This design comes from an exercise in tuning for small area and a short achievable clock period on the open sky130 flow, not from production work. Where RTL was checked, it was by simulation tests only, not by an equivalence proof against the original. Only the layout flow was run in runs 2 to 8; the RTL was not checked for function there. Power and IR drop assume default switching activity.

==> flow/design.v (outline; a module is shown in full before it is edited, if it fits) <==
// module vedicmult_16bit: 1602 lines
// module FA: 4 lines
// module XN2: 3 lines
// module OR2: 3 lines
// module X2: 3 lines
// module NR2: 3 lines
module vedicmult_16bit(input [15:0] a, b,
input clk, reset,
output reg [31:0] out);
  // ...
==> flow/flow/run.sh <==
#!/bin/bash
# Own layout flow: the standard ORFS flow (standard.sh), with the input and
# output port buffers made of plain buf_2 cells (the default picks a delay cell);
# the output buffers are then cut down to buf_1 before detailed placement.
set -euo pipefail
export BUFFER_PORTS_ARGS="-buffer_cell sky130_fd_sc_hd__buf_2"
export PRE_FLOORPLAN_TCL="$PWD/flow/pre_floorplan.tcl"
export PRE_DETAIL_PLACE_TCL="$PWD/flow/pre_detail_place.tcl"
export SETUP_SLACK_MARGIN=8.95
bash standard.sh > standard.log 2>&1
==> flow/flow/pre_detail_place.tcl <==
# Output ports drive only the 10 fF pin load and have ample slack: their port
# buffers can be the smallest buffer.
set n 0
foreach inst [[ord::get_db_block] getInsts] {
  set m [[$inst getMaster] getName]
  set name [$inst getName]
  if { $m eq "sky130_fd_sc_hd__buf_2" && [string match "output*" $name] } {
    replace_cell [get_cells $name] sky130_fd_sc_hd__buf_1
    incr n
  }
}
puts "pre_detail_place: resized $n output buffers"
==> flow/flow/pre_floorplan.tcl <==
# Synthesis (abc) maps each Booth selector to an a22oi_2; the _1 cell is the
# same function in less area and easily drives the single gate it feeds.
set swaps {sky130_fd_sc_hd__a22oi_2 sky130_fd_sc_hd__a22oi_1}
set n 0
foreach inst [[ord::get_db_block] getInsts] {
  set m [[$inst getMaster] getName]
  if { [dict exists $swaps $m] } {
    replace_cell [get_cells [$inst getName]] [dict get $swaps $m]
    incr n
  }
}
puts "pre_floorplan: resized $n cells"
==> flow/standard.sh <==
#!/bin/bash
# synth_recipe.tcl (not shown) runs the flow's synth.tcl, then flattens the netlist and writes it again
# the make line also repeats each setting of config.mk as NAME=value (left out here)
make -C /OpenROAD-flow-scripts/flow DESIGN_CONFIG=/design/flow/config.mk WORK_HOME=/design/flow/orfs CLKGATE_MAP_FILE= SYNTH_SCRIPT=/design/flow/synth_recipe.tcl "${@:-finish}"
==> flow/config.mk <==
export PLATFORM = sky130hd
export DESIGN_NAME = vedicmult_16bit
export DESIGN_NICKNAME = vedicmult_16bit
export VERILOG_FILES = /design/flow/design.v
export SDC_FILE = /design/flow/constraint.sdc
export NUM_CORES = 4
export LEC_CHECK = 0
export CAP_MARGIN = 20
export CORE_MARGIN = 2
export CORE_UTILIZATION = 40
export CTS_BUF_LIST = sky130_fd_sc_hd__clkbuf_4
export CTS_CLUSTER_SIZE = 8
export SLEW_MARGIN = 20
export SYNTH_HIERARCHICAL = 1
export SYNTH_MINIMUM_KEEP_SIZE = 0
==> flow/constraint.sdc <==
create_clock -name core_clock -period 17.0 [get_ports {clk}]
set_input_delay 3.4000 -clock core_clock [delete_from_list [all_inputs] [get_ports {clk}]]
set_output_delay 3.4000 -clock core_clock [all_outputs]
set_load 0.01 [all_outputs]
==> results.txt, run 1 <==
* Largest net degree at the start of global routing at 33
* Setup TNS at 0 ns
* CTS tree: yes
* Hold path cells at 2
* Total I/O pin count at 66
* Post-synth EDFFs at 0
* Deepest clock path buffer count at 2
* Max-Cap Viols at 0
* CTS Sinks at 32
* Logic gate share of total power at 89.6%
* Crit-path leading delay family: adder cells
* Clk_buf instances at 5
* CTS root buf: clkbuf_4
* Cts bufs inserted at 5
* Max Clock Freq at 127 MHz
* Critical Path AT at 8.12 ns
* XOR/XNOR Fraction of Synth Area at 8.54%
* Sequential power share at 7.0%
* Fin crit share at 46.4%
* Multi-input logic area at 6470 um2
* Setup violators final at 0
* Gr ovfl total at 0
* Pwr/cell area at 217 nW/um2
* Status: complete, no violations
* M2 GR Usage at 38.0%
* Syn Inst Count at 762
* Power, Total at 1710 uW
* Power Sequential at 121 uW
==> run 2, diff against run 1 <==
--- a/flow/design.v
+++ b/flow/design.v
@@ -1589,20 +1589,85 @@
 XN2 u_o632 (.x(p469), .y(g594), .o(o632));
 XN2 u_o633 (.x(p471), .y(g596), .o(o633));
 XN2 u_o634 (.x(p473), .y(g598), .o(o634));
 XN2 u_o635 (.x(p475), .y(g600), .o(o635));
 XN2 u_o636 (.x(p477), .y(g602), .o(o636));
 XN2 u_o637 (.x(p479), .y(g604), .o(o637));
 XN2 u_o638 (.x(p481), .y(g606), .o(o638));
 XN2 u_o639 (.x(p482), .y(g608), .o(o639));
-wire [31:0] prod = {~o639, ~o638, ~o637, ~o636, ~o635, ~o634, ~o633, ~o632, ~o631, ~o630, ~o629, ~o628, ~o627, ~o626, ~o625, ~o624, ~o623, ~o622, ~o621, ~o620, ~o619, ~o618, ~o617, ~o616, ~o615, ~o614, ~o613, ~o612, ~s425, ~s423, ~s421, ~pp0_0};
+wire rn640;
+wire d641;
+wire d642;
+wire d643;
+wire d644;
+wire d645;
+wire d646;
+wire d647;
+wire d648;
+wire d649;
+wire d650;
+wire d651;
+wire d652;
+wire d653;
+wire d654;
+wire d655;
+wire d656;
+wire d657;
+wire d658;
+wire d659;
+wire d660;
+wire d661;
+wire d662;
+wire d663;
+wire d664;
+wire d665;
+wire d666;
+wire d667;
+wire d668;
+wire d669;
+wire d670;
+wire d671;
+wire d672;
+INV1 u_rn640 (.x(reset), .o(rn640));
+NOR2M u_d641 (.x(pp0_0), .y(rn640), .o(d641));
+NOR2M u_d642 (.x(s421), .y(rn640), .o(d642));
+NOR2M u_d643 (.x(s423), .y(rn640), .o(d643));
+NOR2M u_d644 (.x(s425), .y(rn640), .o(d644));
+NOR2M u_d645 (.x(o612), .y(rn640), .o(d645));
+NOR2M u_d646 (.x(o613), .y(rn640), .o(d646));
+NOR2M u_d647 (.x(o614), .y(rn640), .o(d647));
+NOR2M u_d648 (.x(o615), .y(rn640), .o(d648));
+NOR2M u_d649 (.x(o616), .y(rn640), .o(d649));
+NOR2M u_d650 (.x(o617), .y(rn640), .o(d650));
+NOR2M u_d651 (.x(o618), .y(rn640), .o(d651));
+NOR2M u_d652 (.x(o619), .y(rn640), .o(d652));
+NOR2M u_d653 (.x(o620), .y(rn640), .o(d653));
+NOR2M u_d654 (.x(o621), .y(rn640), .o(d654));
+NOR2M u_d655 (.x(o622), .y(rn640), .o(d655));
+NOR2M u_d656 (.x(o623), .y(rn640), .o(d656));
+NOR2M u_d657 (.x(o624), .y(rn640), .o(d657));
+NOR2M u_d658 (.x(o625), .y(rn640), .o(d658));
+NOR2M u_d659 (.x(o626), .y(rn640), .o(d659));
+NOR2M u_d660 (.x(o627), .y(rn640), .o(d660));
+NOR2M u_d661 (.x(o628), .y(rn640), .o(d661));
+NOR2M u_d662 (.x(o629), .y(rn640), .o(d662));
+NOR2M u_d663 (.x(o630), .y(rn640), .o(d663));
+NOR2M u_d664 (.x(o631), .y(rn640), .o(d664));
+NOR2M u_d665 (.x(o632), .y(rn640), .o(d665));
+NOR2M u_d666 (.x(o633), .y(rn640), .o(d666));
+NOR2M u_d667 (.x(o634), .y(rn640), .o(d667));
+NOR2M u_d668 (.x(o635), .y(rn640), .o(d668));
+NOR2M u_d669 (.x(o636), .y(rn640), .o(d669));
+NOR2M u_d670 (.x(o637), .y(rn640), .o(d670));
+NOR2M u_d671 (.x(o638), .y(rn640), .o(d671));
+NOR2M u_d672 (.x(o639), .y(rn640), .o(d672));
+wire [31:0] prod = {d672, d671, d670, d669, d668, d667, d666, d665, d664, d663, d662, d661, d660, d659, d658, d657, d656, d655, d654, d653, d652, d651, d650, d649, d648, d647, d646, d645, d644, d643, d642, d641};
 always @(posedge clk) begin
-  if (reset) out <= prod;
-  else out <= 32'd0;
+  out <= prod;
 end
 endmodule
 module FA(input x, y, z, output s, c);
 assign s = x ^ y ^ z;
 assign c = (x & y) | (x & z) | (y & z);
 endmodule
 module XN2(input x, y, output o);
 assign o = ~(x ^ y);
@@ -1611,8 +1676,14 @@
 assign o = x | y;
 endmodule
 module X2(input x, y, output o);
 assign o = x ^ y;
 endmodule
 module NR2(input x, y, output o);
 assign o = ~(x | y);
 endmodule
+module NOR2M(input x, y, output o);
+assign o = ~(x | y);
+endmodule
+module INV1(input x, output o);
+assign o = ~x;
+endmodule
==> flow/flow/run.sh (replaced) <==
#!/bin/bash
# Own layout flow: the standard ORFS flow (standard.sh), with the input and
# output port buffers made of plain buf_2 cells (the default picks a delay cell);
# the output buffers are then cut down to buf_1 before detailed placement.
set -euo pipefail
export BUFFER_PORTS_ARGS="-buffer_cell sky130_fd_sc_hd__buf_2"
export PRE_FLOORPLAN_TCL="$PWD/flow/pre_floorplan.tcl"
export PRE_DETAIL_PLACE_TCL="$PWD/flow/pre_detail_place.tcl"
export SETUP_SLACK_MARGIN=8.8
bash standard.sh > standard.log 2>&1
==> results.txt, run 2 <==
* Final worst path period need at 7.99 ns (was 7.89 ns)
* Syn nets at 997 (was 993)
* Synthesized area per cell at 9.35 um2 (was 9.55 um2)
* Max-Cap Viols at 0 (unchanged)
* Total I/O pin count at 66 (unchanged)
* Hold worst-path end: out[0] (unchanged)
* GR Util All Layers at 21.4% (was 21.0%)
* Deepest clock path buffer count at 2 (unchanged)
* Synth top area share at 55.1% (was 54.2%)
* First-pass GRT wire length at 30,400 um (was 31,800 um)
* Synthesis Warnings at 7 (unchanged)
* Largest Register: out (unchanged)
* Setup violators final at 0 (unchanged)
* CP peak stage delay at 0.56 ns (was 0.53 ns)
* Req. time, crit path at 17.32 ns (was 17.23 ns)
* Main synth FF type: dfxtp_1 (unchanged)
* Post-Synthesis Cell Area at 7160 um2 (was 7280 um2)
* Wire length on met1 at 7810 um (was 7390 um)
* CTS root buf: clkbuf_4 (unchanged)
* Largest net degree at the start of global routing at 33 (unchanged)
* Commonest non-fill, non-tap cell in the layout: nand2_1 (unchanged)
* Hold path cells at 3 (was 2)
* Crit-path leading delay family: adder cells (unchanged)
* Row count at 48 (was 49)
* Post-synth EDFFs at 0 (unchanged)
* CP Launch Type: primary input (unchanged)
* Final instance area at 7640 um2 (was 7920 um2)
* Pwr/cell area at 202 nW/um2 (was 217 nW/um2)
* Area growth syn-to-layout at 6.62% (was 8.78%)
* Hold Vio Cnt, Final at 0 (unchanged)
* Max Clock Freq at 125 MHz (was 127 MHz)
* Setup Fix Bufs, Post-CTS at 0 (unchanged)
* Util after Layout at 43.8% (was 44.2%)
* Largest regs: out: 32 flops (unchanged)
* Critical Path AT at 8.31 ns (was 8.12 ns)
* Port buffer count at 65 (unchanged)
* Worst-Margin Slew at 0.577 ns
* H-tree depth at 2 (unchanged)
* Placement Setup Slack at 8.49 ns (was 8.50 ns)
* Commonest non-fill, non-tap cells in the layout: nand2_1 (264), fa_1 (197), nor2_1 (61) (was nand2_1 (261), fa_1 (194), xnor2_1 (44))
* Core area at 17,400 um2 (was 17,900 um2)
* Synth Area in Compound Gates at 4.18% (was 4.49%)
* Cts bufs inserted at 5 (unchanged)
* N_diodes at 0 (unchanged)
* Largest family of logic cells by synthesized area: adder cells (unchanged)
* Critical Path Slowest Stage Cell: fa_1 (unchanged)
* Crit path kind: in -> reg (unchanged)
* Multi-input logic area at 6300 um2 (was 6470 um2)
* Adder-Cell Fraction of Synth Area at 55.1% (was 54.2%)
* Die X at 138 um (was 139 um)
* Uppermost layer routed: met4 (unchanged)
* Synth Area in Simple Gates at 19.4% (was 20.4%)
* Synth cell count leaders: nand2_1 (264), fa_1 (197), clkbuf_1 (64) (was nand2_1 (261), fa_1 (197), clkbuf_1 (65))
* Rel. slew slack at 61.5%
* Initial Util at 41.1% (was 40.7%)
* TritonRoute pass-1 iters at 5 (unchanged)
* WL/cell at 18.4 um (was 18.9 um)
* Hold_sp: b[0] (unchanged)
* Initial DRC count at 310 (was 287)
* Die area at 19,000 um2 (was 19,300 um2)
* CP endpoint kind: register (unchanged)
* Syn Inst Count at 766 (was 762)
* Vias at 5,265 (was 5,284)
* VDD IR max at 0.000161 V (was 0.000162 V)
* RSZ-0062 raised after global routing: yes (was no)
* Gr ovfl total at 0 (unchanged)
* Yosys reg bits at 32 (unchanged)
* Distinct cells, synth at 32 (was 35)
* Critical path, cell by cell: clkbuf_4 -> nand2_1 -> fa_1 -> fa_1 -> fa_1 -> fa_1 -> fa_1 -> fa_1 -> xor2_2 -> nand4_1 -> or2_2 -> o21a_2 -> o211a_1 -> o31ai_1 -> xnor2_1 -> nor2_1 (was buf_4 -> nand2_1 -> or2_1 -> fa_1 -> fa_1 -> fa_1 -> fa_1 -> fa_1 -> xor2_2 -> and4_2 -> a221o_1 -> a21oi_4 -> o21ai_2 -> a21o_1 -> a21o_1 -> xnor2_1 -> nor2b_1)
* Crit-path max FO at 16 (unchanged)
* WP buf/inv at 1 (unchanged)
* Hold Crit Class: in -> reg (unchanged)
* Setup slack after layout at 9.01 ns (was 9.11 ns)
* Final nets at 1,005 (unchanged)
* LEAKAGE at 0.00271 uW (was 0.00278 uW)
* Setup TNS at 0 ns (unchanged)
* Wirelength, routed at 18,400 um (was 18,900 um)
* DP HPWL at 13,900 um (was 14,100 um)
* ANT nets after route at 0 (unchanged)
* Routed vias/inst at 5.27 (was 5.26)
* Status: complete, no violations (unchanged)
* Met3 routed WL at 1140 um (was 923 um)
* XOR/XNOR Fraction of Synth Area at 8.68% (was 8.54%)
* Flip-flop count of the largest register after layout at 32 (unchanged)
* CTS clk-pin slew, worst paths at 0.12 ns (was 0.11 ns)
* Placed Instance Area at 7510 um2 (was 7630 um2)
* Slew Viols, Final at 0 (unchanged)
* FF/Latch Area at 641 um2 (unchanged)
* Met2 WL at 9110 um (was 10,100 um)
* Die Ht at 138 um (was 139 um)
* CTS Hold Buffers Added at 0 (unchanged)
* Vias in the first global route at 5,702 (was 6,034)
* Layout cell share with drive strength beyond 1 at 6.71% (was 9.03%)
* Initial antenna violation count at 0 (unchanged)
* Asr flop ratio synth at 0% (unchanged)
* Leading area contributor after synthesis: fa_1 (unchanged)
* Cell mode on critical path: fa_1 (unchanged)
* Post-route DRC at 0 (unchanged)
* Fin crit share at 47.0% (was 46.4%)
* Most frequent cell after synthesis: nand2_1 (unchanged)
* Fillers at 1,716 (was 1,772)
* Synth top area cells: fa_1 (55%), nand2_1 (14%), dfxtp_1 (8.9%) (was fa_1 (54%), nand2_1 (13%), dfxtp_1 (8.8%))
* CTS tree: yes (unchanged)
* CTS Sinks at 32 (unchanged)
* Number of gates resized after CTS at 0 (was 25)
* Mux share of post-synthesis cell area at 0% (unchanged)
* GPL Wtd Cong at 0.873 (was 0.809)
* Sequential fraction of the synthesis area at 8.94% (was 8.80%)
run 2: final cells by class:
cell class	count	share of cell area [%]
sequential	32	8.39
inverter	6	0.295
tap	225	3.69
clock inverter	3	0.311
timing repair buffer	65	4.29
clock buffer	5	0.492
multi-input combinational	664	82.5
run 2: how the worst max path moves through the flow:
| stage | from | depth (start not counted) | slack, ns | end |
|---|---|---|---|---|
| 2_1_floorplan | a[14] | 17 | 8.81 | out[31] |
| 3_3_place_gp | a[15] | 16 | 8.51 | out[31] |
| 3_5_place_dp | b[0] | 16 | 8.49 | out[31] |
| 4_1_cts | b[1] | 17 | 8.91 | out[29] |
| 5_1_grt | b[0] | 18 | 8.80 | out[29] |
| 6_report | a[13] | 16 | 9.01 | out[31] |
run 2: logic make-up after synthesis:
group	count (synthesis)
fa+ha+maj	197
flops	32
other cells	1
compound gates	43
buf+inv	70
simple gates	352
xor+xnor	71
run 2: metrics by stage:
| step | hold slack [ns] | power (uW) | std cells |
|---|---|---|---|
| 2_1_floorplan | 3.70 | 1230 | 766 |
| 3_3_place_gp | 3.79 | 1480 | 992 |
| 3_5_place_dp | 3.78 | 1490 | 992 |
| 4_1_cts | 3.39 | 1540 | 1000 |
| 5_1_grt | 3.36 | 1740 | 1000 |
| 6_report | 3.37 | 1550 | 1000 |
run 2: metal layers:
layer | up-vias | track usage, %
met5 | - | 0
met4 | 0 | 6.07
met3 | 29 | 4.12
met2 | 160 | 36.3
met1 | 2754 | 28.2
li1 | 2322 | -
run 2: modules after synthesis, one instance, submodules excluded, excerpt:
module           times used  area (um2)  flops+latches  cells inside
INV1                      1        3.75              0             1
NOR2M                    32        3.75              0             1
NR2                      27        3.75              0             1
OR2                      16        6.26              0             1
X2                       27        8.76              0             1
XN2                      44        8.76              0             1
vedicmult_16bit           1        2270             32           422
run 2: report_power, final:
| part | internal, uW | total [uW] | switching (uW) |
|---|---|---|---|
| clock | 16.2 | 49.8 | 33.6 |
| sequential | 114 | 120 | 5.85 |
| combinational | 622 | 1380 | 755 |
| total | 752 | 1550 | 794 |
==> run 3, diff against run 2 <==
--- a/flow/config.mk
+++ b/flow/config.mk
@@ -10,5 +10,5 @@
 export CORE_UTILIZATION = 40
 export CTS_BUF_LIST = sky130_fd_sc_hd__clkbuf_4
-export CTS_CLUSTER_SIZE = 8
+export CTS_CLUSTER_SIZE = 6
 export SLEW_MARGIN = 20
 export SYNTH_HIERARCHICAL = 1
==> results.txt, run 3 <==
* CP Launch Type: primary input (unchanged)
* Rel. slew slack at 61.5% (unchanged)
* Most frequent cell after synthesis: nand2_1 (unchanged)
* Hold Vio Cnt, Final at 0 (unchanged)
* Asr flop ratio synth at 0% (unchanged)
* Sequential fraction of the synthesis area at 8.94% (unchanged)
* Total I/O pin count at 66 (unchanged)
* Initial Util at 41.1% (unchanged)
* Syn Inst Count at 766 (unchanged)
* Setup TNS at 0 ns (unchanged)
* Max-Cap Viols at 0 (unchanged)
* CTS root buf: clkbuf_4 (unchanged)
* Crit-path max FO at 16 (unchanged)
* Initial antenna violation count at 0 (unchanged)
* Pwr/cell area at 202 nW/um2 (unchanged)
* Distinct cells, synth at 32 (unchanged)
* Synth cell count leaders: nand2_1 (264), fa_1 (197), clkbuf_1 (64) (unchanged)
* FF/Latch Area at 641 um2 (unchanged)
* P_sw at 794 uW (unchanged)
* CTS tree: yes (unchanged)
* Initial DRC count at 310 (unchanged)
* Max Clock Freq at 125 MHz (unchanged)
* Hold path cells at 3 (unchanged)
* Hold WS at 3.37 ns (unchanged)
* Die area at 19,000 um2 (unchanged)
* Area growth syn-to-layout at 6.62% (unchanged)
* CTS Hold Buffers Added at 0 (unchanged)
* Int Pwr at 752 uW (unchanged)
* Port buffer count at 65 (unchanged)
* WL/cell at 18.4 um (unchanged)
* Cts bufs inserted at 5 (unchanged)
* GPL Wtd Cong at 0.873 (unchanged)
* TritonRoute pass-1 iters at 5 (unchanged)
* ANT nets after route at 0 (unchanged)
* Worst-Margin Slew at 0.577 ns (unchanged)
* Die Ht at 138 um (unchanged)
* Hold Crit Class: in -> reg (unchanged)
* Largest Register: out (unchanged)
* Number of gates resized after CTS at 0 (unchanged)
* Final worst path period need at 7.99 ns (unchanged)
* Synthesis Warnings at 7 (unchanged)
* Post-synth EDFFs at 0 (unchanged)
* Largest net degree at the start of global routing at 33 (unchanged)
* CP endpoint kind: register (unchanged)
* Req. time, crit path at 17.32 ns (about the same)
* Vias in the first global route at 5,702 (unchanged)
* Crit path kind: in -> reg (unchanged)
* Commonest non-fill, non-tap cell in the layout: nand2_1 (unchanged)
* Sequential power share at 7.7% (about the same)
* Flip-flop count of the largest register after layout at 32 (unchanged)
* Fin crit share at 47.0% (unchanged)
* Routed vias/inst at 5.27 (unchanged)
* CTS clk-pin slew, worst paths at 0.12 ns (about the same)
* Largest regs: out: 32 flops (unchanged)
* Logic gate share of total power at 89.0% (about the same)
* Setup violators final at 0 (unchanged)
* GR Util All Layers at 21.4% (unchanged)
* Post-route DRC at 0 (unchanged)
* Layout cell share with drive strength beyond 1 at 6.71% (unchanged)
* VDD IR max at 0.000161 V (unchanged)
* Synth Area in Compound Gates at 4.18% (unchanged)
* Die X at 138 um (unchanged)
* Post-Synthesis Cell Area at 7160 um2 (unchanged)
* Final nets at 1,005 (unchanged)
* CTS Sinks at 32 (unchanged)
* Fillers at 1,716 (unchanged)
* N_diodes at 0 (unchanged)
* Vias at 5,265 (unchanged)
* Synth Area in Simple Gates at 19.4% (unchanged)
* XOR/XNOR Fraction of Synth Area at 8.68% (unchanged)
* Multi-input logic area at 6300 um2 (unchanged)
* DP HPWL at 13,900 um (unchanged)
* H-tree depth at 2 (unchanged)
* Slew Viols, Final at 0 (unchanged)
* Row count at 48 (unchanged)
* Status: complete, no violations (unchanged)
* Synth top area share at 55.1% (unchanged)
* Core area at 17,400 um2 (unchanged)
* Commonest non-fill, non-tap cells in the layout: nand2_1 (264), fa_1 (197), nor2_1 (61) (unchanged)
* Critical Path AT at 8.31 ns (about the same)
* Largest family of logic cells by synthesized area: adder cells (unchanged)
* Gr ovfl total at 0 (unchanged)
* LEAKAGE at 0.00271 uW (unchanged)
* First-pass GRT wire length at 30,400 um (unchanged)
* Main synth FF type: dfxtp_1 (unchanged)
* Deepest clock path buffer count at 2 (unchanged)
* Setup Fix Bufs, Post-CTS at 0 (unchanged)
* Net Sw Frac at 51.4% (unchanged)
* Wirelength, routed at 18,400 um (unchanged)
* Mux share of post-synthesis cell area at 0% (unchanged)
* Yosys reg bits at 32 (unchanged)
* Adder-Cell Fraction of Synth Area at 55.1% (unchanged)
* Leading area contributor after synthesis: fa_1 (unchanged)
* Synthesized area per cell at 9.35 um2 (unchanged)
* Synth top area cells: fa_1 (55%), nand2_1 (14%), dfxtp_1 (8.9%) (unchanged)
* Syn nets at 997 (unchanged)
* Clock power share at 3.2% (about the same)
* RSZ-0062 raised after global routing: yes (unchanged)
==> run 3: cell counts after synthesis <==
Identical to the previous run, type by type.
==> run 3: path summary, 6_finish.rpt <==
kind                   to  slack (ns)  start
setup / recovery  out[31]        9.01  a[13]
hold / removal     out[0]        3.37   b[0]
==> run 3: worst max-delay path, cell delays in order <==
cell	delay [ns]
clkbuf_4	0.24
nand2_1	0.12
fa_1	0.44
fa_1	0.55
fa_1	0.43
fa_1	0.41
fa_1	0.48
fa_1	0.56
xor2_2	0.26
nand4_1	0.18
or2_2	0.32
o21a_2	0.23
o211a_1	0.24
o31ai_1	0.24
xnor2_1	0.10
nor2_1	0.08
==> run 3: power by group through the flow <==
stage	logic (uW)	registers [uW]	clock network (uW)
global route	1560	124	56.3
detailed placement	1370	123	0
finish	1380	120	49.8
global placement	1360	122	0
floorplan	1090	137	0
CTS	1370	121	54.3
==> run 3: area by class of cell <==
cell class / instances / share of cell area [%]
multi-input combinational: 664 / 82.5
sequential: 32 / 8.39
timing repair buffer: 65 / 4.29
tap: 225 / 3.69
clock buffer: 5 / 0.492
clock inverter: 3 / 0.311
inverter: 6 / 0.295
==> run 3: cell families after synthesis <==
logic type / count (synthesis)
AND/OR/NAND/NOR: 352
adder cells (fa/ha/maj): 197
XOR/XNOR: 71
buffers and inverters: 70
AO/OA/AOI/OAI: 43
flip-flops: 32
other: 1
==> run 3: per-layer routing <==
layer | GRT usage [%] | wire length (um) | share of wire [%]
met3 | 4.12 | 1140 | 6.2
met1 | 28.2 | 7810 | 42
met5 | 0 | 0 | 0
met4 | 6.07 | 371 | 2.0
met2 | 36.3 | 9110 | 49
==> run 3: modules after synthesis, one instance, submodules excluded <==
| module | cells inside | copies in the design | area (um2) |
|---|---|---|---|
| FA | 1 | 197 | 20.0 |
| INV1 | 1 | 1 | 3.75 |
| NOR2M | 1 | 32 | 3.75 |
| NR2 | 1 | 27 | 3.75 |
| OR2 | 1 | 16 | 6.26 |
| X2 | 1 | 27 | 8.76 |
| XN2 | 1 | 44 | 8.76 |
| vedicmult_16bit | 422 | 1 | 2270 |
==> run 3: per-stage QoR <==
step / area (um2) / power, uW / util, % / std cells / setup WS (ns)
floorplan: 7200 / 1230 / - / 766 / 8.81
global placement: 7550 / 1480 / 43.4 / 992 / 8.51
global route: 7640 / 1740 / 43.8 / 1000 / 8.80
CTS: 7570 / 1540 / 43.5 / 1000 / 8.91
finish: 7640 / 1550 / 43.8 / 1000 / 9.01
detailed placement: 7510 / 1490 / 43.1 / 992 / 8.49
==> run 4, diff against run 3 <==
--- a/flow/config.mk
+++ b/flow/config.mk
@@ -10,5 +10,6 @@
 export CORE_UTILIZATION = 40
 export CTS_BUF_LIST = sky130_fd_sc_hd__clkbuf_4
-export CTS_CLUSTER_SIZE = 6
+export CTS_CLUSTER_DIAMETER = 60
+export CTS_CLUSTER_SIZE = 8
 export SLEW_MARGIN = 20
 export SYNTH_HIERARCHICAL = 1
==> results.txt, run 4 <==
* Syn nets at 997 (unchanged)
* DP HPWL at 13,900 um (unchanged)
* Setup TNS at 0 ns (unchanged)
* Non-Filler Instances at 1,000 (unchanged)
* Final nets at 1,005 (unchanged)
* Crit path kind: in -> reg (unchanged)
* Placed Instance Area at 7510 um2 (unchanged)
* Cell mode on critical path: fa_1 (unchanged)
* GPL Wtd Cong at 0.873 (unchanged)
* Most frequent cell after synthesis: nand2_1 (unchanged)
* Hold Crit Class: in -> reg (unchanged)
* Cts bufs inserted at 5 (unchanged)
* TritonRoute pass-1 iters at 5 (unchanged)
* Initial Util at 41.1% (unchanged)
* Crit-path max FO at 16 (unchanged)
* N_diodes at 0 (unchanged)
* WP buf/inv at 1 (unchanged)
* Initial antenna violation count at 0 (unchanged)
* Final instance area at 7640 um2 (unchanged)
* Fin crit share at 47.0% (unchanged)
* Yosys reg bits at 32 (unchanged)
* Placement Setup Slack at 8.49 ns (unchanged)
* Vias in the first global route at 5,702 (unchanged)
* Die Ht at 138 um (unchanged)
* Leading area contributor after synthesis: fa_1 (unchanged)
* CTS root buf: clkbuf_4 (unchanged)
* First-pass GRT wire length at 30,400 um (unchanged)
* Post-route DRC at 0 (unchanged)
* Synth cell count leaders: nand2_1 (264), fa_1 (197), clkbuf_1 (64) (unchanged)
* Wirelength, routed at 18,400 um (unchanged)
* Critical Path AT at 8.31 ns (about the same)
* Final worst path period need at 7.99 ns (unchanged)
* CTS clk-pin slew, worst paths at 0.12 ns (about the same)
* Deepest clock path buffer count at 2 (unchanged)
* VDD IR max at 0.000161 V (unchanged)
* Flip-flop count of the largest register after layout at 32 (unchanged)
* CP endpoint kind: register (unchanged)
* Main synth FF type: dfxtp_1 (unchanged)
* Synthesized area per cell at 9.35 um2 (unchanged)
* Max-Cap Viols at 0 (unchanged)
* Core area at 17,400 um2 (unchanged)
* CTS Hold Buffers Added at 0 (unchanged)
* H-tree depth at 2 (unchanged)
* Syn Inst Count at 766 (unchanged)
* WL/cell at 18.4 um (unchanged)
* Synthesis Warnings at 7 (unchanged)
* CP Launch Type: primary input (unchanged)
* Critical path, cell by cell: clkbuf_4 -> nand2_1 -> fa_1 -> fa_1 -> fa_1 -> fa_1 -> fa_1 -> fa_1 -> xor2_2 -> nand4_1 -> or2_2 -> o21a_2 -> o211a_1 -> o31ai_1 -> xnor2_1 -> nor2_1 (unchanged)
* CTS tree: yes (unchanged)
* Distinct cells, synth at 32 (unchanged)
* Sequential fraction of the synthesis area at 8.94% (unchanged)
* Routed vias/inst at 5.27 (unchanged)
* Layout cell share with drive strength beyond 1 at 6.71% (unchanged)
* Synth top area share at 55.1% (unchanged)
* Req. time, crit path at 17.32 ns (about the same)
* Total I/O pin count at 66 (unchanged)
* Max Clock Freq at 125 MHz (unchanged)
* Worst-Margin Slew at 0.577 ns (unchanged)
* ANT nets after route at 0 (unchanged)
* Commonest non-fill, non-tap cells in the layout: nand2_1 (264), fa_1 (197), nor2_1 (61) (unchanged)
* Largest Register: out (unchanged)
* Cells after DPL at 992 (unchanged)
* Status: complete, no violations (unchanged)
* Crit-path leading delay family: adder cells (unchanged)
* Largest net degree at the start of global routing at 33 (unchanged)
* Die X at 138 um (unchanged)
* Area growth syn-to-layout at 6.62% (unchanged)
* Number of gates resized after CTS at 0 (unchanged)
* Setup Fix Bufs, Post-CTS at 0 (unchanged)
* Pwr/cell area at 202 nW/um2 (unchanged)
* CTS Sinks at 32 (unchanged)
* CP peak stage delay at 0.56 ns (about the same)
* Gr ovfl total at 0 (unchanged)
* Largest regs: out: 32 flops (unchanged)
* Hold Vio Cnt, Final at 0 (unchanged)
* RSZ-0062 raised after global routing: yes (unchanged)
* Row count at 48 (unchanged)
* LEAKAGE at 0.00271 uW (unchanged)
* Asr flop ratio synth at 0% (unchanged)
* Power, Total at 1550 uW (unchanged)
* Synth top area cells: fa_1 (55%), nand2_1 (14%), dfxtp_1 (8.9%) (unchanged)
* Post-synth EDFFs at 0 (unchanged)
* Die area at 19,000 um2 (unchanged)
* GR Util All Layers at 21.4% (unchanged)
* Setup slack after layout at 9.01 ns (unchanged)
* Commonest non-fill, non-tap cell in the layout: nand2_1 (unchanged)
* Initial DRC count at 310 (unchanged)
* Rel. slew slack at 61.5% (unchanged)
* Setup violators final at 0 (unchanged)
* Vias at 5,265 (unchanged)
* Slew Viols, Final at 0 (unchanged)
* Port buffer count at 65 (unchanged)
* Critical Path Slowest Stage Cell: fa_1 (unchanged)
* Post-Synthesis Cell Area at 7160 um2 (unchanged)
-- run 4: report_power, final --
part | total [uW] | switching (uW) | leakage [uW] | internal, uW
Clock | 49.8 | 33.6 | 0.0000274 | 16.2
Sequential | 120 | 5.85 | 0.000266 | 114
Combinational | 1380 | 755 | 0.00242 | 622
-- run 4: routing by layer --
metal,vias up,part of all wire [%],track usage [%]
met5,-,0,0
met4,0,2.0,6.07
met3,29,6.2,4.12
met2,160,49,36.3
met1,2754,42,28.2
li1,2322,-,-
-- run 4: cells by family after synthesis --
family,after synthesis,share of synthesized area (%)
compound gates,43,4.18
xor+xnor,71,8.68
fa+ha+maj,197,55.1
buf+inv,70,3.67
flops,32,8.94
other cells,1,0.0524
simple gates,352,19.4
-- run 4: path summary, 6_finish.rpt --
check | startpoint | end | slack [ns] | cells past startpoint
worst min-delay path | b[0] | out[0] | 3.37 | 3
worst max-delay path | a[13] | out[31] | 9.01 | 16
-- run 4: area by class of cell --
cell class,count,area (um2)
clock buffers,5,37.5
clock inverters,3,23.8
fillers,1716,9780
inverters,6,22.5
multi-input cells,664,6300
flip-flops and latches,32,641
well taps,225,282
repair buffers,65,328
-- run 4: modules after synthesis (local to each module, per instance) --
module,cell area (um2),copies in the design,cells,flip-flops and latches
vedicmult_16bit,2270,1,422,32
FA,20.0,197,1,0
X2,8.76,27,1,0
XN2,8.76,44,1,0
OR2,6.26,16,1,0
INV1,3.75,1,1,0
NOR2M,3.75,32,1,0
NR2,3.75,27,1,0
-- run 4: worst min-delay path, cell delays in order --
cell	delay (ns)
buf_4	0.18
nand2_1	0.09
nor2_1	0.04
-- run 4: per-stage QoR --
step | hold slack [ns] | util (%)
after floorplan | 3.70 | -
after global placement | 3.79 | 43.4
after detailed placement | 3.78 | 43.1
after CTS | 3.39 | 43.5
after global routing | 3.36 | 43.8
final | 3.37 | 43.8
==> run 5, diff against run 4 <==
--- a/flow/config.mk
+++ b/flow/config.mk
@@ -10,5 +10,5 @@
 export CORE_UTILIZATION = 40
 export CTS_BUF_LIST = sky130_fd_sc_hd__clkbuf_4
-export CTS_CLUSTER_DIAMETER = 60
+export CTS_CLUSTER_DIAMETER = 40
 export CTS_CLUSTER_SIZE = 8
 export SLEW_MARGIN = 20
==> results.txt, run 5 <==
* Status: complete, no violations (unchanged)
* Total I/O pin count at 66 (unchanged)
* Synth cell count leaders: nand2_1 (264), fa_1 (197), clkbuf_1 (64) (unchanged)
* Critical path, cell by cell: clkbuf_4 -> nand2_1 -> fa_1 -> fa_1 -> fa_1 -> fa_1 -> fa_1 -> fa_1 -> xor2_2 -> nand4_1 -> or2_2 -> o21a_2 -> o211a_1 -> o31ai_1 -> xnor2_1 -> nor2_1 (unchanged)
* CTS Sinks at 32 (unchanged)
* Critical Path AT at 8.31 ns (about the same)
* Synthesis Warnings at 7 (unchanged)
* Final instance area at 7640 um2 (unchanged)
* Asr flop ratio synth at 0% (unchanged)
* Hold Crit Class: in -> reg (unchanged)
* Crit-path max FO at 16 (unchanged)
* Die X at 138 um (unchanged)
* Hold worst-path end: out[0] (unchanged)
* Largest net degree at the start of global routing at 33 (unchanged)
* Final nets at 1,005 (unchanged)
* Area growth syn-to-layout at 6.62% (unchanged)
* Largest Register: out (unchanged)
* Rel. slew slack at 61.5% (unchanged)
* Post-synth EDFFs at 0 (unchanged)
* Largest regs: out: 32 flops (unchanged)
* P_sw at 794 uW (unchanged)
* Critical Path Slowest Stage Cell: fa_1 (unchanged)
* Synth top area cells: fa_1 (55%), nand2_1 (14%), dfxtp_1 (8.9%) (unchanged)
* ANT nets after route at 0 (unchanged)
* Flip-flop count of the largest register after layout at 32 (unchanged)
* Yosys reg bits at 32 (unchanged)
* Post-Synthesis Cell Area at 7160 um2 (unchanged)
* Cts bufs inserted at 5 (unchanged)
* Row count at 48 (unchanged)
* LEAKAGE at 0.00271 uW (unchanged)
* Sequential fraction of the synthesis area at 8.94% (unchanged)
* Setup TNS at 0 ns (unchanged)
* GPL Wtd Cong at 0.873 (unchanged)
* VDD IR max at 0.000161 V (unchanged)
* Int Pwr at 752 uW (unchanged)
* Synth top area share at 55.1% (unchanged)
* Cell mode on critical path: fa_1 (unchanged)
* Die Ht at 138 um (unchanged)
* Crit-path leading delay family: adder cells (unchanged)
* Slew Viols, Final at 0 (unchanged)
* Syn Inst Count at 766 (unchanged)
* Deepest clock path buffer count at 2 (unchanged)
* Die area at 19,000 um2 (unchanged)
* First-pass GRT wire length at 30,400 um (unchanged)
* Placement Setup Slack at 8.49 ns (unchanged)
* Gr ovfl total at 0 (unchanged)
* Sequential power share at 7.7% (about the same)
* Net Sw Frac at 51.4% (unchanged)
* Hold path cells at 3 (unchanged)
* CP endpoint kind: register (unchanged)
* Commonest non-fill, non-tap cell in the layout: nand2_1 (unchanged)
* Pwr/cell area at 202 nW/um2 (unchanged)
* Hold_sp: b[0] (unchanged)
* Routed vias/inst at 5.27 (unchanged)
* Max Clock Freq at 125 MHz (unchanged)
* Final worst path period need at 7.99 ns (unchanged)
* Wirelength, routed at 18,400 um (unchanged)
* Setup slack after layout at 9.01 ns (unchanged)
* Synthesized area per cell at 9.35 um2 (unchanged)
* Commonest non-fill, non-tap cells in the layout: nand2_1 (264), fa_1 (197), nor2_1 (61) (unchanged)
* Max-Cap Viols at 0 (unchanged)
* WP buf/inv at 1 (unchanged)
* Worst-Margin Slew at 0.577 ns (unchanged)
* Logic gate share of total power at 89.0% (about the same)
* Req. time, crit path at 17.32 ns (about the same)
* Setup violators final at 0 (unchanged)
* Post-route DRC at 0 (unchanged)
* Vias at 5,265 (unchanged)
* Most frequent cell after synthesis: nand2_1 (unchanged)
* Vias in the first global route at 5,702 (unchanged)
* Syn nets at 997 (unchanged)
* Setup Fix Bufs, Post-CTS at 0 (unchanged)
* CP Launch Type: primary input (unchanged)
* N_diodes at 0 (unchanged)
* Core area at 17,400 um2 (unchanged)
* H-tree depth at 2 (unchanged)
* Initial antenna violation count at 0 (unchanged)
* Placed Instance Area at 7510 um2 (unchanged)
* Clock power share at 3.2% (about the same)
* CTS root buf: clkbuf_4 (unchanged)
* Fin crit share at 47.0% (unchanged)
* TritonRoute pass-1 iters at 5 (unchanged)
* Layout cell share with drive strength beyond 1 at 6.71% (unchanged)
* CTS clk-pin slew, worst paths at 0.12 ns (about the same)
* CP peak stage delay at 0.56 ns (about the same)
* Hold WS at 3.37 ns (unchanged)
* Initial Util at 41.1% (unchanged)
* Hold Vio Cnt, Final at 0 (unchanged)
* Crit path kind: in -> reg (unchanged)
* WL/cell at 18.4 um (unchanged)
* RSZ-0062 raised after global routing: yes (unchanged)
* Main synth FF type: dfxtp_1 (unchanged)
* GR Util All Layers at 21.4% (unchanged)
* Initial DRC count at 310 (unchanged)
* Port buffer count at 65 (unchanged)
* CTS tree: yes (unchanged)
* Distinct cells, synth at 32 (unchanged)
* Fillers at 1,716 (unchanged)
* DP HPWL at 13,900 um (unchanged)
* Leading area contributor after synthesis: fa_1 (unchanged)
run 5: cell type report:
| type | instances | area, um2 | area share (%) |
|---|---|---|---|
| Inverter | 6 | 22.5 | 0.295 |
| Clock buffer | 5 | 37.5 | 0.492 |
| Tap cell | 225 | 282 | 3.69 |
| Clock inverter | 3 | 23.8 | 0.311 |
| Multi-Input combinational cell | 664 | 6300 | 82.5 |
| Timing Repair Buffer | 65 | 328 | 4.29 |
| Sequential cell | 32 | 641 | 8.39 |
run 5: what timing repair did:
item	in CTS	in global routing
hold buffers	0	0
setup endpoints to repair	0	6
gates resized for setup	0	26
run 5: worst max path at each step:
stage / depth (start not counted) / end / start
6_report: 16 / out[31] / a[13]
5_1_grt: 18 / out[29] / b[0]
4_1_cts: 17 / out[29] / b[1]
3_5_place_dp: 16 / out[31] / b[0]
3_3_place_gp: 16 / out[31] / a[15]
2_1_floorplan: 17 / out[31] / a[14]
run 5: cell families after synthesis:
logic type | count (synthesis) | share of synthesized area (%)
simple gates | 352 | 19.4
fa+ha+maj | 197 | 55.1
xor+xnor | 71 | 8.68
buf+inv | 70 | 3.67
compound gates | 43 | 4.18
flops | 32 | 8.94
other cells | 1 | 0.0524
run 5: per-stage QoR:
stage | util (%) | power [uW] | cells
after floorplan | - | 1230 | 766
after global placement | 43.4 | 1480 | 992
after detailed placement | 43.1 | 1490 | 992
after CTS | 43.5 | 1540 | 1000
after global routing | 43.8 | 1740 | 1000
final | 43.8 | 1550 | 1000
run 5: modules after synthesis (local to each module, per instance):
module	flip-flops and latches	cell area, um2	times used	cells inside
NR2	0	3.75	27	1
OR2	0	6.26	16	1
X2	0	8.76	27	1
XN2	0	8.76	44	1
FA	0	20.0	197	1
INV1	0	3.75	1	1
NOR2M	0	3.75	32	1
vedicmult_16bit	32	2270	1	422
run 5: metal layers:
layer  wire length (um)  vias to the layer above  global-route usage [%]
met1               7810                     2754                    28.2
li1                   -                     2322                       -
met5                  0                        -                       0
met3               1140                       29                    4.12
met2               9110                      160                    36.3
met4                371                        0                    6.07
run 5: power by group through the flow:
stage / logic (uW) / registers, uW / clock network, uW
after global placement: 1360 / 122 / 0
after floorplan: 1090 / 137 / 0
final: 1380 / 120 / 49.8
after global routing: 1560 / 124 / 56.3
after CTS: 1370 / 121 / 54.3
after detailed placement: 1370 / 123 / 0
==> run 6, diff against run 5 <==
--- a/flow/config.mk
+++ b/flow/config.mk
@@ -9,6 +9,5 @@
 export CORE_MARGIN = 2
 export CORE_UTILIZATION = 40
-export CTS_BUF_LIST = sky130_fd_sc_hd__clkbuf_4
-export CTS_CLUSTER_DIAMETER = 40
+export CTS_BUF_LIST = sky130_fd_sc_hd__clkbuf_8
 export CTS_CLUSTER_SIZE = 8
 export SLEW_MARGIN = 20
==> results.txt, run 6 <==
* Status: complete, no violations (unchanged)
* CTS clk-pin slew, worst paths at 0.08 ns (was 0.12 ns)
* Post-synth EDFFs at 0 (unchanged)
* Wirelength, routed at 18,500 um (was 18,400 um)
* H-tree depth at 2 (unchanged)
* Crit path kind: in -> reg (unchanged)
* VDD IR max at 0.000161 V (about the same)
* Setup TNS at 0 ns (unchanged)
* Synth top area cells: fa_1 (55%), nand2_1 (14%), dfxtp_1 (8.9%) (unchanged)
* Row count at 48 (unchanged)
* Critical Path Slowest Stage Cell: fa_1 (unchanged)
* Area growth syn-to-layout at 8.33% (was 6.62%)
* Layout cell share with drive strength beyond 1 at 7.35% (was 6.71%)
* CTS Sinks at 32 (unchanged)
* Commonest non-fill, non-tap cell in the layout: nand2_1 (unchanged)
* Pwr/cell area at 207 nW/um2 (was 202 nW/um2)
* Cells after DPL at 992 (unchanged)
* Synthesis Warnings at 7 (unchanged)
* Asr flop ratio synth at 0% (unchanged)
* CTS root buf: clkbuf_8 (was clkbuf_4)
* Final instance area at 7760 um2 (was 7640 um2)
* LEAKAGE at 0.00276 uW (was 0.00271 uW)
* Vias in the first global route at 5,686 (was 5,702)
* Synth cell count leaders: nand2_1 (264), fa_1 (197), clkbuf_1 (64) (unchanged)
* Hold Vio Cnt, Final at 0 (unchanged)
* Power, Total at 1600 uW (was 1550 uW)
* Fillers at 1,700 (was 1,716)
* Largest Register: out (unchanged)
* Initial DRC count at 282 (was 310)
* Main synth FF type: dfxtp_1 (unchanged)
* CTS tree: yes (unchanged)
* Commonest non-fill, non-tap cells in the layout: nand2_1 (264), fa_1 (197), nor2_1 (61) (unchanged)
* Req. time, crit path at 17.24 ns (was 17.32 ns)
* RSZ-0062 raised after global routing: no (was yes)
* DP HPWL at 13,900 um (unchanged)
* Synthesized area per cell at 9.35 um2 (unchanged)
* M3 GR Usage at 4.05% (was 4.12%)
* Critical Path AT at 8.26 ns (was 8.31 ns)
* GR Util All Layers at 21.4% (about the same)
* Largest net degree at the start of global routing at 33 (unchanged)
* Syn Inst Count at 766 (unchanged)
* Grt met1 use at 28.2% (about the same)
* N_diodes at 0 (unchanged)
* CTS Hold Buffers Added at 0 (unchanged)
* Setup violators final at 0 (unchanged)
* Sequential fraction of the synthesis area at 8.94% (unchanged)
* Non-Filler Instances at 1,001 (was 1,000)
* Routed vias/inst at 5.22 (was 5.27)
* Gr ovfl total at 0 (unchanged)
* Die Ht at 138 um (unchanged)
* Worst-Margin Slew at 0.574 ns (was 0.577 ns)
* Slew Viols, Final at 0 (unchanged)
* GPL Wtd Cong at 0.873 (unchanged)
* ANT nets after route at 0 (unchanged)
* CP peak stage delay at 0.60 ns (was 0.56 ns)
* CP endpoint kind: register (unchanged)
* Max-Cap Viols at 0 (unchanged)
* Largest regs: out: 32 flops (unchanged)
* TritonRoute pass-1 iters at 5 (unchanged)
* Leading area contributor after synthesis: fa_1 (unchanged)
* Hold WS at 3.40 ns (was 3.37 ns)
* Vias at 5,228 (was 5,265)
* Cell mode on critical path: fa_1 (unchanged)
* Synth top area share at 55.1% (unchanged)
* Cts bufs inserted at 5 (unchanged)
* Rel. slew slack at 61.7% (was 61.5%)
* Port buffer count at 65 (unchanged)
* Initial Util at 41.1% (unchanged)
* Die X at 138 um (unchanged)
* Deepest clock path buffer count at 2 (unchanged)
* Core area at 17,400 um2 (unchanged)
* Max Clock Freq at 125 MHz (about the same)
* Final worst path period need at 8.02 ns (was 7.99 ns)
* Placed Instance Area at 7510 um2 (unchanged)
* Most frequent cell after synthesis: nand2_1 (unchanged)
* Total I/O pin count at 66 (unchanged)
* Die area at 19,000 um2 (unchanged)
* Critical path, cell by cell: buf_2 -> nand2_1 -> fa_1 -> fa_1 -> fa_1 -> fa_1 -> fa_1 -> xor2_1 -> and4_1 -> nor3b_2 -> a21boi_4 -> o21a_2 -> o211a_1 -> o31ai_1 -> xnor2_1 -> nor2_1 (was clkbuf_4 -> nand2_1 -> fa_1 -> fa_1 -> fa_1 -> fa_1 -> fa_1 -> fa_1 -> xor2_2 -> nand4_1 -> or2_2 -> o21a_2 -> o211a_1 -> o31ai_1 -> xnor2_1 -> nor2_1)
* Crit-path max FO at 16 (unchanged)
* Post-route DRC at 0 (unchanged)
* Syn nets at 997 (unchanged)
* Yosys reg bits at 32 (unchanged)
* First-pass GRT wire length at 30,300 um (was 30,400 um)
* Flip-flop count of the largest register after layout at 32 (unchanged)
* CP Launch Type: primary input (unchanged)
* Fin crit share at 47.2% (was 47.0%)
* WL/cell at 18.4 um (about the same)
* Distinct cells, synth at 32 (unchanged)
* Post-Synthesis Cell Area at 7160 um2 (unchanged)
* M2 GR Usage at 36.5% (was 36.3%)
* Hold Crit Class: in -> reg (unchanged)
* GRT Max-Usage Layer: met2 (unchanged)
* Final nets at 1,006 (was 1,005)
* Initial antenna violation count at 0 (unchanged)
## run 6: cell families (layout without fill, tap and decap cells)
logic type | Yosys count | count (layout) | synth area share, %
AND/OR/NAND/NOR | 352 | 352 | 19.4
adder cells (fa/ha/maj) | 197 | 197 | 55.1
XOR/XNOR | 71 | 71 | 8.68
buffers and inverters | 70 | 80 | 3.67
AO/OA/AOI/OAI | 43 | 43 | 4.18
flip-flops | 32 | 32 | 8.94
other | 1 | 1 | 0.0524
## run 6: stage by stage
| step | worst slack, ns | utilization [%] |
|---|---|---|
| 6_report | 8.98 | 44.5 |
| 5_1_grt | 8.80 | 44.5 |
| 4_1_cts | 8.80 | 43.7 |
| 3_5_place_dp | 8.49 | 43.1 |
| 3_3_place_gp | 8.51 | 43.4 |
| 2_1_floorplan | 8.81 | - |
## run 6: cell type report
class / count / area (um2) / share of cell area [%]
multi-input combinational: 664 / 6330 / 81.6
clock buffer: 5 / 68.8 / 0.887
inverter: 6 / 22.5 / 0.290
tap: 225 / 282 / 3.63
clock inverter: 3 / 23.8 / 0.306
sequential: 32 / 641 / 8.26
timing repair buffer: 66 / 393 / 5.06
## run 6: path summary, 6_finish.rpt
path	startpoint	end	slack, ns	cells after the start
setup / recovery	a[2]	out[31]	8.98	16
hold / removal	b[0]	out[0]	3.40	3
## run 6: layer usage
layer  wire [um]  up-vias
met5           0        -
met4         425        0
met3        1230       28
met2        9100      171
met1        7710     2709
li1            -     2320
## run 6: power by group
part	switching, uW	internal (uW)
registers	5.85	114
clock network	34.9	29.0
logic	772	647
total	812	790
## run 6: what timing repair did
action                     CTS  global route
setup buffers                0             1
resized for setup            0            55
setup endpoints to repair    0            11
## run 6: critical path: cells and delay by family
| kind | cells | cell delay, ns |
|---|---|---|
| buffers and inverters | 1 | 0.33 |
| and+or+nand+nor | 4 | 0.74 |
| xor gates and xnor gates | 2 | 0.41 |
| adders and majority gates | 5 | 2.49 |
| AOI/OAI and AO/OA | 4 | 0.88 |
## run 6: modules after synthesis, one instance, submodules excluded
module,cells inside,times used,cell area [um2],flip-flops and latches
XN2,1,44,8.76,0
NOR2M,1,32,3.75,0
OR2,1,16,6.26,0
INV1,1,1,3.75,0
FA,1,197,20.0,0
NR2,1,27,3.75,0
X2,1,27,8.76,0
vedicmult_16bit,422,1,2270,32
==> run 7, diff against run 6 <==
--- a/flow/flow/run.sh
+++ b/flow/flow/run.sh
@@ -7,4 +7,4 @@
 export PRE_FLOORPLAN_TCL="$PWD/flow/pre_floorplan.tcl"
 export PRE_DETAIL_PLACE_TCL="$PWD/flow/pre_detail_place.tcl"
-export SETUP_SLACK_MARGIN=8.8
+export SETUP_SLACK_MARGIN=8.7
 bash standard.sh > standard.log 2>&1
==> results.txt, run 7 <==
* Cells after DPL at 992 (unchanged)
* Port buffer count at 65 (unchanged)
* Pwr/cell area at 204 nW/um2 (was 207 nW/um2)
* Die Ht at 138 um (unchanged)
* Leading area contributor after synthesis: fa_1 (unchanged)
* Syn Inst Count at 766 (unchanged)
* GR Util All Layers at 21.3% (was 21.4%)
* Final worst path period need at 8.09 ns (was 8.02 ns)
* CTS root buf: clkbuf_8 (unchanged)
* Asr flop ratio synth at 0% (unchanged)
* Cell mode on critical path: fa_1 (unchanged)
* Logic gate share of total power at 87.2% (was 88.5%)
* Layout cell share with drive strength beyond 1 at 6.58% (was 7.35%)
* Synth top area share at 55.1% (unchanged)
* LEAKAGE at 0.00274 uW (was 0.00276 uW)
* Sequential fraction of the synthesis area at 8.94% (unchanged)
* First-pass GRT wire length at 30,300 um (about the same)
* Final nets at 1,005 (was 1,006)
* Distinct cells, synth at 32 (unchanged)
* Clock power share at 5.1% (was 4.0%)
* Hold Vio Cnt, Final at 0 (unchanged)
* TritonRoute pass-1 iters at 5 (unchanged)
* Area growth syn-to-layout at 7.42% (was 8.33%)
* ANT nets after route at 0 (unchanged)
* N_diodes at 0 (unchanged)
* Util after Layout at 44.2% (was 44.5%)
* Post-route DRC at 0 (unchanged)
* Fin crit share at 47.6% (was 47.2%)
* Critical Path AT at 8.27 ns (was 8.26 ns)
* Commonest non-fill, non-tap cells in the layout: nand2_1 (264), fa_1 (197), nor2_1 (61) (unchanged)
* Initial antenna violation count at 0 (unchanged)
* Vias at 5,311 (was 5,228)
* Sequential power share at 7.7% (was 7.5%)
* RSZ-0062 raised after global routing: no (unchanged)
* Max-Cap Viols at 0 (unchanged)
* Rel. slew slack at 39.7% (was 61.7%)
* Largest net degree at the start of global routing at 33 (unchanged)
* Net Sw Frac at 50.3% (was 50.7%)
* Cts bufs inserted at 5 (unchanged)
* Crit path kind: in -> reg (unchanged)
* Main synth FF type: dfxtp_1 (unchanged)
* Synth cell count leaders: nand2_1 (264), fa_1 (197), clkbuf_1 (64) (unchanged)
* Most frequent cell after synthesis: nand2_1 (unchanged)
* CTS Sinks at 32 (unchanged)
* CTS tree: yes (unchanged)
* Synthesis Warnings at 7 (unchanged)
* Routed vias/inst at 5.31 (was 5.22)
* Slew Viols, Final at 0 (unchanged)
* Crit-path max FO at 16 (unchanged)
* Worst-Margin Slew at 0.899 ns (was 0.574 ns)
* Wirelength, routed at 18,200 um (was 18,500 um)
* VDD IR max at 0.000144 V (was 0.000161 V)
* CP peak stage delay at 0.56 ns (was 0.60 ns)
* Critical Path Slowest Stage Cell: fa_1 (unchanged)
* CTS clk-pin slew, worst paths at 0.08 ns (about the same)
* Commonest non-fill, non-tap cell in the layout: nand2_1 (unchanged)
* Initial Util at 41.1% (unchanged)
* Gr ovfl total at 0 (unchanged)
* Status: complete, no violations (unchanged)
* Row count at 48 (unchanged)
* CP endpoint kind: register (unchanged)
* H-tree depth at 2 (unchanged)
* Int Pwr at 779 uW (was 790 uW)
* Vias in the first global route at 5,706 (was 5,686)
* CP Launch Type: primary input (unchanged)
* GPL Wtd Cong at 0.822 (was 0.873)
* P_sw at 787 uW (was 812 uW)
* Total I/O pin count at 66 (unchanged)
* Post-Synthesis Cell Area at 7160 um2 (unchanged)
* Largest regs: out: 32 flops (unchanged)
* Crit-path leading delay family: adder cells (unchanged)
* Core area at 17,400 um2 (unchanged)
* Yosys reg bits at 32 (unchanged)
* Setup violators final at 0 (unchanged)
* Hold path cells at 3 (unchanged)
* Synth top area cells: fa_1 (55%), nand2_1 (14%), dfxtp_1 (8.9%) (unchanged)
* Initial DRC count at 262 (was 282)
* WL/cell at 18.2 um (was 18.4 um)
* Deepest clock path buffer count at 2 (unchanged)
* Largest Register: out (unchanged)
* Hold_sp: a[0] (was b[0])
* Non-Filler Instances at 1,000 (was 1,001)
* Synthesized area per cell at 9.35 um2 (unchanged)
* Post-synth EDFFs at 0 (unchanged)
* Die area at 19,000 um2 (unchanged)
* Hold worst-path end: out[0] (unchanged)
* Max Clock Freq at 124 MHz (was 125 MHz)
* Syn nets at 997 (unchanged)
* Flip-flop count of the largest register after layout at 32 (unchanged)
* WP buf/inv at 1 (unchanged)
* Req. time, crit path at 17.18 ns (was 17.24 ns)
* Setup TNS at 0 ns (unchanged)
* DP HPWL at 13,900 um (about the same)
* Die X at 138 um (unchanged)
* Hold Crit Class: in -> reg (unchanged)
* Critical path, cell by cell: buf_2 -> nand2_1 -> fa_1 -> fa_1 -> fa_1 -> fa_1 -> fa_1 -> xor2_1 -> a21o_1 -> a21o_1 -> a221oi_1 -> a21boi_4 -> o21a_1 -> o211a_1 -> o21bai_1 -> xnor2_1 -> nor2_1 (was buf_2 -> nand2_1 -> fa_1 -> fa_1 -> fa_1 -> fa_1 -> fa_1 -> xor2_1 -> and4_1 -> nor3b_2 -> a21boi_4 -> o21a_2 -> o211a_1 -> o31ai_1 -> xnor2_1 -> nor2_1)
* Hold WS at 3.49 ns (was 3.40 ns)
-- run 7: cell counts after synthesis --
No cell type changed its count.
-- run 7: power by group through the flow --
stage	combinational (uW)	clock (uW)	sequential, uW
2_1_floorplan	1070	0	137
3_3_place_gp	1330	0	122
3_5_place_dp	1340	0	122
4_1_cts	1340	84.0	121
5_1_grt	1540	86.6	123
6_report	1370	80.3	120
-- run 7: worst max-delay path by stage --
| stage | startpoint | to | slack (ns) | depth (start not counted) |
|---|---|---|---|---|
| after floorplan | a[15] | out[31] | 8.71 | 17 |
| after global placement | b[3] | out[30] | 8.44 | 18 |
| after detailed placement | a[15] | out[31] | 8.42 | 16 |
| after CTS | a[15] | out[31] | 8.76 | 16 |
| after global routing | b[7] | out[29] | 8.70 | 17 |
| final | b[7] | out[30] | 8.91 | 17 |
-- run 7: timing repair --
| action | CTS | global route |
|---|---|---|
| gates resized for setup | 0 | 24 |
| buffers inserted | 0 | 0 |
| setup endpoints to repair | 0 | 6 |
| hold buffers | 0 | 0 |
-- run 7: worst min-delay path, delay by kind of cell --
family / cells / cell delay, ns
simple gates: 2 / 0.15
buf+inv: 1 / 0.21
-- run 7: modules after synthesis, one instance, submodules excluded --
module,times used,area [um2],cells inside,flops+latches
FA,197,20.0,1,0
INV1,1,3.75,1,0
NOR2M,32,3.75,1,0
NR2,27,3.75,1,0
OR2,16,6.26,1,0
X2,27,8.76,1,0
XN2,44,8.76,1,0
vedicmult_16bit,1,2270,422,32
-- run 7: cells by family (layout without fill, tap and decap cells) --
kind of cell	Yosys count	after routing	share of synthesized area [%]
compound gates	43	43	4.18
fa+ha+maj	197	197	55.1
flops	32	32	8.94
other cells	1	1	0.0524
xor+xnor	71	71	8.68
simple gates	352	352	19.4
buf+inv	70	79	3.67
-- run 7: layer usage --
metal | track usage, % | part of all wire (%) | up-vias
li1 | - | - | 2320
met1 | 27.9 | 41 | 2761
met4 | 4.88 | 1.8 | 0
met5 | 0 | 0 | -
met2 | 36.9 | 50 | 205
met3 | 3.68 | 7.4 | 25
-- run 7: final cells by class --
type	instances	area, um2
repair buffers	65	328
well taps	225	282
fillers	1758	9720
flip-flops and latches	32	641
inverters	6	22.5
clock inverters	3	46.3
clock buffers	5	68.8
multi-input cells	664	6310
-- run 7: through the flow --
| step | power, uW | cell area (um2) | setup WS (ns) |
|---|---|---|---|
| floorplan | 1210 | 7160 | 8.71 |
| finish | 1570 | 7690 | 8.91 |
| global route | 1750 | 7690 | 8.70 |
| detailed placement | 1460 | 7490 | 8.42 |
| CTS | 1550 | 7600 | 8.76 |
| global placement | 1450 | 7530 | 8.44 |
==> run 8, diff against run 7 <==
--- a/flow/flow/run.sh
+++ b/flow/flow/run.sh
@@ -7,4 +7,4 @@
 export PRE_FLOORPLAN_TCL="$PWD/flow/pre_floorplan.tcl"
 export PRE_DETAIL_PLACE_TCL="$PWD/flow/pre_detail_place.tcl"
-export SETUP_SLACK_MARGIN=8.7
+export SETUP_SLACK_MARGIN=8.9
 bash standard.sh > standard.log 2>&1
==> results.txt, run 8 <==
* FF/Latch Area at 641 um2 (unchanged)
* Initial Util at 41.1% (unchanged)
* Initial DRC count at 371 (was 262)
* Req. time, crit path at 17.20 ns (was 17.18 ns)
* Multi-input logic area at 6380 um2 (was 6310 um2)
* Setup slack after layout at 9.07 ns (was 8.91 ns)
* Hold Crit Class: in -> reg (unchanged)
* Die Ht at 138 um (unchanged)
* Crit-path max FO at 6 (was 16)
* Vias in the first global route at 5,784 (was 5,706)
* DP HPWL at 14,300 um (was 13,900 um)
* Synth top area cells: fa_1 (55%), nand2_1 (14%), dfxtp_1 (8.9%) (unchanged)
* Slew Viols, Final at 0 (unchanged)
* Critical Path Slowest Stage Cell: fa_1 (unchanged)
* Hold Vio Cnt, Final at 0 (unchanged)
* Critical path, cell by cell: buf_16 -> buf_4 -> nand2_1 -> fa_2 -> fa_1 -> fa_2 -> fa_1 -> fa_1 -> fa_1 -> xor2_2 -> buf_4 -> nand2_1 -> o21a_1 -> nor2_1 -> nor3_1 -> o21a_4 -> o211a_1 -> o31ai_2 -> xnor2_1 -> nor2_1 (was buf_2 -> nand2_1 -> fa_1 -> fa_1 -> fa_1 -> fa_1 -> fa_1 -> xor2_1 -> a21o_1 -> a21o_1 -> a221oi_1 -> a21boi_4 -> o21a_1 -> o211a_1 -> o21bai_1 -> xnor2_1 -> nor2_1)
* Fillers at 1,676 (was 1,758)
* Layout cell share with drive strength beyond 1 at 10.6% (was 6.58%)
* Port buffer count at 65 (unchanged)
* VDD IR max at 0.000213 V (was 0.000144 V)
* Core area at 17,400 um2 (unchanged)
* Power, Total at 1720 uW (was 1570 uW)
* H-tree depth at 2 (unchanged)
* Wirelength, routed at 19,000 um (was 18,200 um)
* Syn Inst Count at 766 (unchanged)
* WL/cell at 18.6 um (was 18.2 um)
* Status: complete, no violations (unchanged)
* Synthesized area per cell at 9.35 um2 (unchanged)
* Routed vias/inst at 5.26 (was 5.31)
* Total I/O pin count at 66 (unchanged)
* TritonRoute pass-1 iters at 4 (was 5)
* CTS clk-pin slew, worst paths at 0.07 ns (was 0.08 ns)
* Deepest clock path buffer count at 2 (unchanged)
* ANT nets after route at 0 (unchanged)
* Commonest non-fill, non-tap cell in the layout: nand2_1 (unchanged)
* Placed Instance Area at 7540 um2 (was 7490 um2)
* Setup violators final at 0 (unchanged)
* Distinct cells, synth at 32 (unchanged)
* Post-Synthesis Cell Area at 7160 um2 (unchanged)
* Die X at 138 um (unchanged)
* CTS tree: yes (unchanged)
* Asr flop ratio synth at 0% (unchanged)
* CTS Sinks at 32 (unchanged)
* CP peak stage delay at 0.56 ns (about the same)
* Largest Register: out (unchanged)
* Placement Setup Slack at 8.45 ns (was 8.42 ns)
* Post-synth EDFFs at 0 (unchanged)
* Final nets at 1,023 (was 1,005)
* RSZ-0062 raised after global routing: yes (was no)
* Vias at 5,349 (was 5,311)
* Initial antenna violation count at 0 (unchanged)
* Synthesis Warnings at 7 (unchanged)
* Flip-flop count of the largest register after layout at 32 (unchanged)
* Critical Path AT at 8.13 ns (was 8.27 ns)
* Yosys reg bits at 32 (unchanged)
* Synth cell count leaders: nand2_1 (264), fa_1 (197), clkbuf_1 (64) (unchanged)
* N_diodes at 0 (unchanged)
* Rel. slew slack at 36.1% (was 39.7%)
* Sequential fraction of the synthesis area at 8.94% (unchanged)
* CP endpoint kind: register (unchanged)
* Die area at 19,000 um2 (unchanged)
* Main synth FF type: dfxtp_1 (unchanged)
* LEAKAGE at 0.00291 uW (was 0.00274 uW)
* Gr ovfl total at 0 (unchanged)
* GPL Wtd Cong at 0.878 (was 0.822)
* Area growth syn-to-layout at 12.8% (was 7.42%)
* Most frequent cell after synthesis: nand2_1 (unchanged)
* Synth top area share at 55.1% (unchanged)
* Cts bufs inserted at 5 (unchanged)
* First-pass GRT wire length at 30,700 um (was 30,300 um)
* Row count at 48 (unchanged)
* Syn nets at 997 (unchanged)
* Pwr/cell area at 213 nW/um2 (was 204 nW/um2)
* Cell mode on critical path: fa_1 (unchanged)
* Post-route DRC at 0 (unchanged)
* Crit path kind: in -> reg (unchanged)
* Max Clock Freq at 126 MHz (was 124 MHz)
* Max-Cap Viols at 0 (unchanged)
* Fin crit share at 46.6% (was 47.6%)
* CTS root buf: clkbuf_8 (unchanged)
* Largest net degree at the start of global routing at 33 (unchanged)
* Final instance area at 8080 um2 (was 7690 um2)
* Worst-Margin Slew at 0.952 ns (was 0.899 ns)
* Leading area contributor after synthesis: fa_1 (unchanged)
* Largest regs: out: 32 flops (unchanged)
* Commonest non-fill, non-tap cells in the layout: nand2_1 (262), fa_1 (189), nor2_1 (61) (was nand2_1 (264), fa_1 (197), nor2_1 (61))
* Setup TNS at 0 ns (unchanged)
* GR Util All Layers at 21.5% (was 21.3%)
* CP Launch Type: primary input (unchanged)
* Final worst path period need at 7.93 ns (was 8.09 ns)
[run 8: changes by cell type in the layout (fill, tap and decap cells not counted), sizes merged]
cell      change
clkbuf        -8
inv           -1
buf          +28
clkinvlp      -1
bufinv        -1
[run 8: critical path: cells and delay by family]
| kind | cells | cell delay, ns |
|---|---|---|
| buffers and inverters | 3 | 0.39 |
| AND/OR/NAND/NOR | 5 | 0.44 |
| XOR/XNOR | 2 | 0.25 |
| adder cells (fa/ha/maj) | 6 | 2.85 |
| AO/OA/AOI/OAI | 4 | 0.82 |
[run 8: metal layers]
layer / global-route usage (%) / part of all wire (%)
met3: 2.87 / 7.4
met2: 34.9 / 47
met1: 30.8 / 44
met5: 0 / 0
met4: 5.44 / 1.7
[run 8: per-module statistics from Yosys (local to each module, per instance)]
module / area (um2) / copies in the design
XN2: 8.76 / 44
FA: 20.0 / 197
NR2: 3.75 / 27
vedicmult_16bit: 2270 / 1
NOR2M: 3.75 / 32
OR2: 6.26 / 16
INV1: 3.75 / 1
X2: 8.76 / 27
[run 8: power breakdown]
part	leakage (uW)	switching [uW]	internal (uW)
Sequential	0.000266	6.54	114
Combinational	0.00259	807	728
Clock	0.0000503	28.9	36.1
Total	0.00291	843	878
[run 8: stage by stage]
stage	util, %	std cells	hold WS (ns)
floorplan	-	766	3.70
global placement	43.5	992	3.79
detailed placement	43.3	992	3.78
CTS	44.2	999	3.46
global route	46.4	1017	3.54
finish	46.4	1017	3.49
[run 8: path summary, 6_finish.rpt]
path / from / endpoint / cells past startpoint
worst max-delay path: b[2] / out[31] / 20
worst min-delay path: a[0] / out[0] / 3
[run 8: cell families after synthesis]
logic type	Yosys count	synth area share [%]
flip-flops	32	8.94
AND/OR/NAND/NOR	352	19.4
XOR/XNOR	71	8.68
AO/OA/AOI/OAI	43	4.18
buffers and inverters	70	3.67
other	1	0.0524
adder cells (fa/ha/maj)	197	55.1
[run 8: layout make-up]
type | instances | share of cell area [%]
flip-flops and latches | 32 | 7.93
repair buffers | 83 | 8.12
clock buffers | 7 | 1.19
multi-input cells | 664 | 79.0
well taps | 225 | 3.49
inverters | 6 | 0.279
[run 8: what timing repair did]
item | CTS | global route
cloned | 0 | 1
hold buffers | 0 | 0
pin swaps | 1 | 20
buffers inserted | 0 | 17
gates resized for setup | 23 | 58
endpoints found under the setup margin | 6 | 11

==> re-timing with driven ports <==
The flow's constraints put no driver on any port. The routed layouts listed below were extracted and timed again, unchanged, in two steps.
Step 1 assumes that a clkbuf_16 drives the clock port and a buf_2 every other input.
Step 2, shift: input delay + t, output delay - t, t = (earliest + latest rising clock arrival at the registers) / 2. This alone moves slack from input paths to output paths.
Three values: ideal, step 1, step 2; two values: the first two.
run | t (ns) | setup slack, ns | worst setup path at the end | pins driven straight from the clock port
run 1 | 0.356 | 9.112 / 9.106 / 8.750 | input to register | 1
run 2 | 0.406 | 9.007 / 8.999 / 8.592 | input to register | 1
run 3 | 0.406 | 9.007 / 8.999 / 8.592 | input to register | 1
run 4 | 0.406 | 9.007 / 8.999 / 8.592 | input to register | 1
run 5 | 0.406 | 9.007 / 8.999 / 8.592 | input to register | 1
run 6 | 0.340 | 8.980 / 8.993 / 8.653 | input to register | 1
run 7 | 0.348 | 8.908 / 8.922 / 8.574 | input to register | 1
run 8 | 0.323 | 9.072 / 8.995 / 8.672 | input to register | 1
After both steps every run listed still meets setup and hold.
